What follows belongs to an exercise in optimizing a design on an open flow for small area, a short achievable clock period and few clock cycles; a production flow would make more cautious choices.
RTL that was checked went through simulation tests only; none was proved equivalent to the original.

==> inputs of exp/harbor <==
Design exponent, start of the top module:
module exponent (clock, reset_n, enable, x, a, p, ready); 
    input logic clock, reset_n, enable;
    input logic [31:0] x, a;
    output logic [31:0] p;
    output logic ready;
    logic [31:0] base, exp;
    enum {IDLE, COMPUTE, DONE} state;
    always @(posedge clock) begin
        if (!reset_n) begin
            state <= IDLE;
            p <= 1;
            ready <= 0;
        end else case (state)
            IDLE: begin
                ready <= 1;
                base <= 32'd0;
                exp <= 32'd0;
                if (enable) begin
                    ready <= 0;  
                    state <= COMPUTE;
                    p <= 1;
                    base <= x;
                    exp <= a;
                end else begin
                    state <= IDLE;
                end
            end
            COMPUTE: begin
                if (exp != 0) begin
                    p <= p * base;
                    exp <= exp - 32'd1;
                    state <= COMPUTE;
                end else begin
                    state <= DONE;
                end
            end
            DONE: begin
                if (!ready) begin
                    ready <= 1; 
                    state <= DONE;
                end else begin
                    state <= IDLE;
                end 
            end
        endcase
    end
endmodule
==> module exponent, before the edit <==
module exponent (clock, reset_n, enable, x, a, p, ready); 
    input logic clock, reset_n, enable;
    input logic [31:0] x, a;
    output logic [31:0] p;
    output logic ready;
    logic [31:0] base, exp;
    enum {IDLE, COMPUTE, DONE} state;
    always @(posedge clock) begin
        if (!reset_n) begin
            state <= IDLE;
            p <= 1;
            ready <= 0;
        end else case (state)
            IDLE: begin
                ready <= 1;
                base <= 32'd0;
                exp <= 32'd0;
                if (enable) begin
                    ready <= 0;  
                    state <= COMPUTE;
                    p <= 1;
                    base <= x;
                    exp <= a;
                end else begin
                    state <= IDLE;
                end
            end
            COMPUTE: begin
                if (exp != 0) begin
                    p <= p * base;
                    exp <= exp - 32'd1;
                    state <= COMPUTE;
                end else begin
                    state <= DONE;
                end
            end
            DONE: begin
                if (!ready) begin
                    ready <= 1; 
                    state <= DONE;
                end else begin
                    state <= IDLE;
                end 
            end
        endcase
    end
endmodule
==> flow/config.mk <==
export PLATFORM = sky130hd
export DESIGN_NAME = exponent
export DESIGN_NICKNAME = exponent
export VERILOG_FILES = /design/flow/design.v
export SDC_FILE = /design/flow/constraint.sdc
export NUM_CORES = 4
export LEC_CHECK = 0
export CAP_MARGIN = 20
export CORE_MARGIN = 2
export CORE_UTILIZATION = 40
export PLACE_DENSITY = 0.6
export SLEW_MARGIN = 20
==> flow/constraint.sdc <==
create_clock -name core_clock -period 10.0 [get_ports {clock}]
set_input_delay 2.0000 -clock core_clock [delete_from_list [all_inputs] [get_ports {clock}]]
set_output_delay 2.0000 -clock core_clock [all_outputs]
set_load 0.01 [all_outputs]
run.sh (not shown) runs the stock make flow with config.mk's settings and CLKGATE_MAP_FILE= SYNTH_SCRIPT=/design/flow/synth_recipe.tcl, a recipe that flattens the netlist after the stock synthesis.
==> exp/onyx (differences from exp/harbor) <==
==> flow/design.v (replaced) <==
`timescale 1ps/1ps
module exponent (clock, reset_n, enable, x, a, p, ready);
    input logic clock, reset_n, enable;
    input logic [31:0] x, a;
    output logic [31:0] p;
    output logic ready;
    logic [31:0] b;       
    logic [30:0] e;       
    logic busy;
    wire [31:0] s = busy ? b : x;
    logic [31:0] sq_diag;
    logic [31:0] sq_rows [0:14];
    logic [31:0] sq;
    always_comb begin
        for (int i = 0; i < 16; i++) begin
            sq_diag[2*i] = s[i];
            sq_diag[2*i+1] = 1'b0;
        end
        for (int i = 0; i < 15; i++) sq_rows[i] = ((s >> (i+1)) & {32{s[i]}}) << (2*i+2);
        sq = sq_diag;
        for (int i = 0; i < 15; i++) sq = sq + sq_rows[i];
    end
    logic [31:0] pr_rows [0:15];
    logic [31:0] pr_neg;
    logic [31:0] pr;
    always_comb begin
        pr_neg = 32'd0;
        for (int k = 0; k < 16; k++) begin
            logic [2:0] d;
            logic [31:0] m;
            d = {b[2*k+1], b[2*k], (k == 0) ? 1'b0 : b[2*k-1]};
            case (d)
                3'b001, 3'b010: m = p;
                3'b011:         m = p << 1;
                3'b100:         m = ~(p << 1);
                3'b101, 3'b110: m = ~p;
                default:        m = 32'd0;
            endcase
            pr_rows[k] = m << (2*k);
            pr_neg[2*k] = d[2] & ~(d[1] & d[0]);
        end
        pr = pr_neg;
        for (int k = 0; k < 16; k++) pr = pr + pr_rows[k];
    end
    always @(posedge clock) begin
        if (!reset_n) begin
            busy <= 1'b0;
            ready <= 1'b0;
        end else if (busy) begin
            if (e[0]) p <= pr;
            b <= sq;
            e <= e >> 1;
            if (e[30:1] == 31'd0) begin
                busy <= 1'b0;
                ready <= 1'b1;
            end
        end else if (!ready) begin
            ready <= 1'b1;
        end else if (enable) begin
            ready <= 1'b0;
            busy <= 1'b1;
            p <= a[0] ? x : 32'd1;
            b <= sq;
            e <= a[31:1];
        end
    end
endmodule
==> comparison table <==
|  | exp/harbor | exp/onyx |
|---|---|---|
| Status | complete, no violations | complete, no violations |
| Largest stage delay on the critical path | 1030 ps | 670 ps |
| Buffer and inverter count on the worst path | 4 | 3 |
| Synth Area in Simple Gates | 19.1% | 12.5% |
| Setup Slack @ Placement | 1710 ps | 640 ps |
| Global routing met2 resource utilization | 38.5% | 42.9% |
| Worst-skew pair later-pin latency | 400 ps | 360 ps |
| Half-perimeter wire length after detailed placement | 43900 um | 63700 um |
| Critical path fanouts, max | 29 | 10 |
| Required @ worst endpoint | 10290 ps | 10120 ps |
| Non-clock buffer contribution to total cell area | 5.47% | 5.53% |
| Nets in the synthesized netlist | 2725 | 3411 |
| Post-Route Skew | 19.7 ps | 12.5 ps |
No run of this note included a check of the RTL's function; only the layout flow was run.

* * *

==> run E: inputs <==
exponent, a different RTL version from the one above (not shown whole).
## exponent
module exponent (clock, reset_n, enable, x, a, p, ready);
    input logic clock, reset_n, enable;
    input logic [31:0] x, a;
    output logic [31:0] p;
    output logic ready;
    logic [31:0] b;       
    logic [30:0] e;       
    logic busy;
    wire [31:0] s = busy ? b : x;
    wire [31:0] sq;       
    wire [31:0] pr;       
    wire sq_1;
    wire sq_2;
    wire sq_3;
    wire sq_4;
    wire sq_5;
    wire sq_6;
    wire sq_7;
    wire sq_8;
    wire sq_9;
    wire sq_10;
    wire sq_11;
    wire sq_12;
    wire sq_13;
    wire sq_14;
    wire sq_15;
    wire sq_16;
    wire sq_17;
    wire sq_18;
    wire sq_19;
    wire sq_20;
    wire sq_21;
    wire sq_22;
    wire sq_23;
    wire sq_24;
    wire sq_25;
    wire sq_26;
    wire sq_27;
    wire sq_28;
    wire sq_29;
    wire sq_30;
    wire sq_31;
    wire sq_32;
    wire sq_33;
    wire sq_34;
    wire sq_35;
    wire sq_36;
    wire sq_37;
    wire sq_38;
    wire sq_39;
    wire sq_40;
    wire sq_41;
    wire sq_42;
    wire sq_43;
    wire sq_44;
    wire sq_45;
    wire sq_46;
    wire sq_47;
    wire sq_48;
    wire sq_49;
    wire sq_50;
    wire sq_51;
    wire sq_52;
    wire sq_53;
    wire sq_54;
    wire sq_55;
    wire sq_56;
    wire sq_57;
    wire sq_58;
    wire sq_59;
    wire sq_60;
    wire sq_61;
    wire sq_62;
    wire sq_63;
    wire sq_64;
    wire sq_65;
    wire sq_66;
    wire sq_67;
    wire sq_68;
    wire sq_69;
    wire sq_70;
    wire sq_71;
    wire sq_72;
    wire sq_73;
    wire sq_74;
    wire sq_75;
    wire sq_76;
    wire sq_77;
    wire sq_78;
    wire sq_79;
    wire sq_80;
    wire sq_81;
    wire sq_82;
    wire sq_83;
    wire sq_84;
    wire sq_85;
    wire sq_86;
    wire sq_87;
    wire sq_88;
    wire sq_89;
    wire sq_90;
    wire sq_91;
    wire sq_92;
    wire sq_93;
    wire sq_94;
    wire sq_95;
    wire sq_96;
    wire sq_97;
    wire sq_98;
    wire sq_99;
    wire sq_100;
    wire sq_101;
    wire sq_102;
    wire sq_103;
    wire sq_104;
    wire sq_105;
    wire sq_106;
    wire sq_107;
    wire sq_108;
    wire sq_109;
    wire sq_110;
    wire sq_111;
    wire sq_112;
    wire sq_113;
    wire sq_114;
    wire sq_115;
    wire sq_116;
    wire sq_117;
    wire sq_118;
    wire sq_119;
    wire sq_120;
    wire sq_121;
    wire sq_122;
    wire sq_123;
    wire sq_124;
    wire sq_125;
    wire sq_126;
  ...
==> flow/config.mk <==
export PLATFORM = sky130hd
export DESIGN_NAME = exponent
export DESIGN_NICKNAME = exponent
export VERILOG_FILES = /design/flow/design.v
export SDC_FILE = /design/flow/constraint.sdc
export NUM_CORES = 4
export LEC_CHECK = 0
export ABC_CLOCK_PERIOD_IN_PS = 5000
export CAP_MARGIN = 20
export CORE_MARGIN = 2
export CORE_UTILIZATION = 40
export PLACE_DENSITY = 0.6
export SETUP_SLACK_MARGIN = 3.5
export SLEW_MARGIN = 20
==> flow/constraint.sdc <==
create_clock -name core_clock -period 10.0 [get_ports {clock}]
set_input_delay 2.0000 -clock core_clock [delete_from_list [all_inputs] [get_ports {clock}]]
set_output_delay 2.0000 -clock core_clock [all_outputs]
set_load 0.01 [all_outputs]
==> inputs of run B, as changes to run E <==
--- a/flow/design.v
+++ b/flow/design.v
@@ -5,11 +5,13 @@
     output logic [31:0] p;
     output logic ready;
     logic [31:0] b;       
     logic [30:0] e;       
     logic busy;
-    wire [31:0] s = busy ? b : x;
+    wire [31:0] s = b | (x & {32{~busy}});
+    wire last = (e[30:1] == 31'd0);
+    wire keep = reset_n & (busy ? ~last : (ready & enable));
     wire [31:0] sq;       
     wire [31:0] pr;       
     wire sq_1;
     wire sq_2;
     wire sq_3;
@@ -2901,20 +2903,20 @@
     assign pr[28] = pm_p0_28 ^ pm_g5_27;
     assign pr[29] = pm_p0_29 ^ pm_g5_28;
     assign pr[30] = pm_p0_30 ^ pm_g5_29;
     assign pr[31] = pm_p0_31 ^ pm_g5_30;
     always @(posedge clock) begin
-        b <= sq;
+        b <= sq & {32{keep}};
         e <= busy ? (e >> 1) : a[31:1];
     end
     always @(posedge clock) begin
         if (!reset_n) begin
             busy <= 1'b0;
             ready <= 1'b0;
         end else if (busy) begin
             if (e[0]) p <= pr;
-            if (e[30:1] == 31'd0) begin
+            if (last) begin
                 busy <= 1'b0;
                 ready <= 1'b1;
             end
         end else if (!ready) begin
             ready <= 1'b1;
==> flow/config.mk (replaced) <==
export PLATFORM = sky130hd
export DESIGN_NAME = exponent
export DESIGN_NICKNAME = exponent
export VERILOG_FILES = /design/flow/design.v
export SDC_FILE = /design/flow/constraint.sdc
export NUM_CORES = 4
export LEC_CHECK = 0
export CAP_MARGIN = 20
export CORE_MARGIN = 2
export CORE_UTILIZATION = 40
export PLACE_DENSITY = 0.6
export SETUP_SLACK_MARGIN = 3.5
export SLEW_MARGIN = 20
==> inputs of run K, as changes to run E <==
==> flow/config.mk (replaced) <==
export PLATFORM = sky130hd
export DESIGN_NAME = exponent
export DESIGN_NICKNAME = exponent
export VERILOG_FILES = /design/flow/design.v
export SDC_FILE = /design/flow/constraint.sdc
export NUM_CORES = 4
export LEC_CHECK = 0
export CAP_MARGIN = 20
export CORE_MARGIN = 2
export CORE_UTILIZATION = 40
export PLACE_DENSITY = 0.6
export SETUP_SLACK_MARGIN = 4.5
export SLEW_MARGIN = 20
==> comparison table <==
| metric | run B | run E | run K |
|---|---|---|---|
| Most used cell along the critical path | sky130_fd_sc_hd__xnor2_1 | sky130_fd_sc_hd__fa_1 | sky130_fd_sc_hd__fa_1 |
| Number of buffers inserted by post-CTS setup repair | 99 | 96 | 200 |
| Time the worst path needs with I/O delays and setup | 6650 ps | 6520 ps | 6540 ps |
| Number of resized instances in the post-cts repair step | 202 | 175 | 377 |
| Worst Tran Pin Value | 963 ps | 1090 ps | 1050 ps |
| Share of the clock period used by the worst path after layout | 66.5% | 65.2% | 65.4% |
| Invs w/o clock | 504 | 528 | 528 |
| Critical path fanouts, max | 9 | 5 | 5 |
| Antenna Diode Count | 3 | 0 | 3 |
| Length of routed met3 wiring | 9820 um | 9300 um | 10400 um |
| Clock edge transition at the registers on the reported setup and hold paths | 70 ps | 80 ps | 90 ps |
| Post-Syn Instances | 2518 | 2497 | 2497 |
| Status | timing/DRC/antenna clean | timing/DRC/antenna clean | timing/DRC/antenna clean |
| Core utilization of the finished layout | 48.2% | 47.8% | 52.1% |
Testbench counts of run E, summed over its fixed seeds: cycles 3,115.
Testbench counts of run K, summed over its fixed seeds: cycles 3,115.
No functional check of the RTL was part of run B.

separate check: timing with driven ports:
How much do the figures lean on ideal ports? The routed layouts below were timed once more, with nothing changed but the port constraints. Step 1 sets driving cells, clkbuf_16 on the clock port and buf_2 on the other inputs (assumed; they add their load-dependent delay and slew). Step 2 adds t to the input delays and takes it off the output delays; t is the mean of the earliest and latest rising clock arrival at the registers after step 1. Input paths then give back, and output paths get back, about the clock's delay inside the block. Three values: ideal ports, drivers, drivers and shift; two values: the first two.
| run | t, ns | setup slack, ns | worst setup path after step 2 | pins driven straight from the clock port |
|---|---|---|---|---|
| exp/harbor | 0.450 | 1.760 / 1.760 / 1.760 | register to register | 1 |
| exp/onyx | 0.412 | 0.937 / 0.961 / 0.549 | input to register | 1 |
| run E | 0.420 | 3.480 / 3.489 / 3.069 | input to register | 1 |
| run B | 0.395 | 3.349 / 3.365 / 2.970 | input to register | 1 |
| run K | 0.425 | 3.463 / 3.462 / 3.037 | input to register | 1 |
After both steps setup and hold are still met in every run listed. The setup slack of run K, which loses most, moves by -0.001 ns with the drivers and by -0.426 ns with both steps.
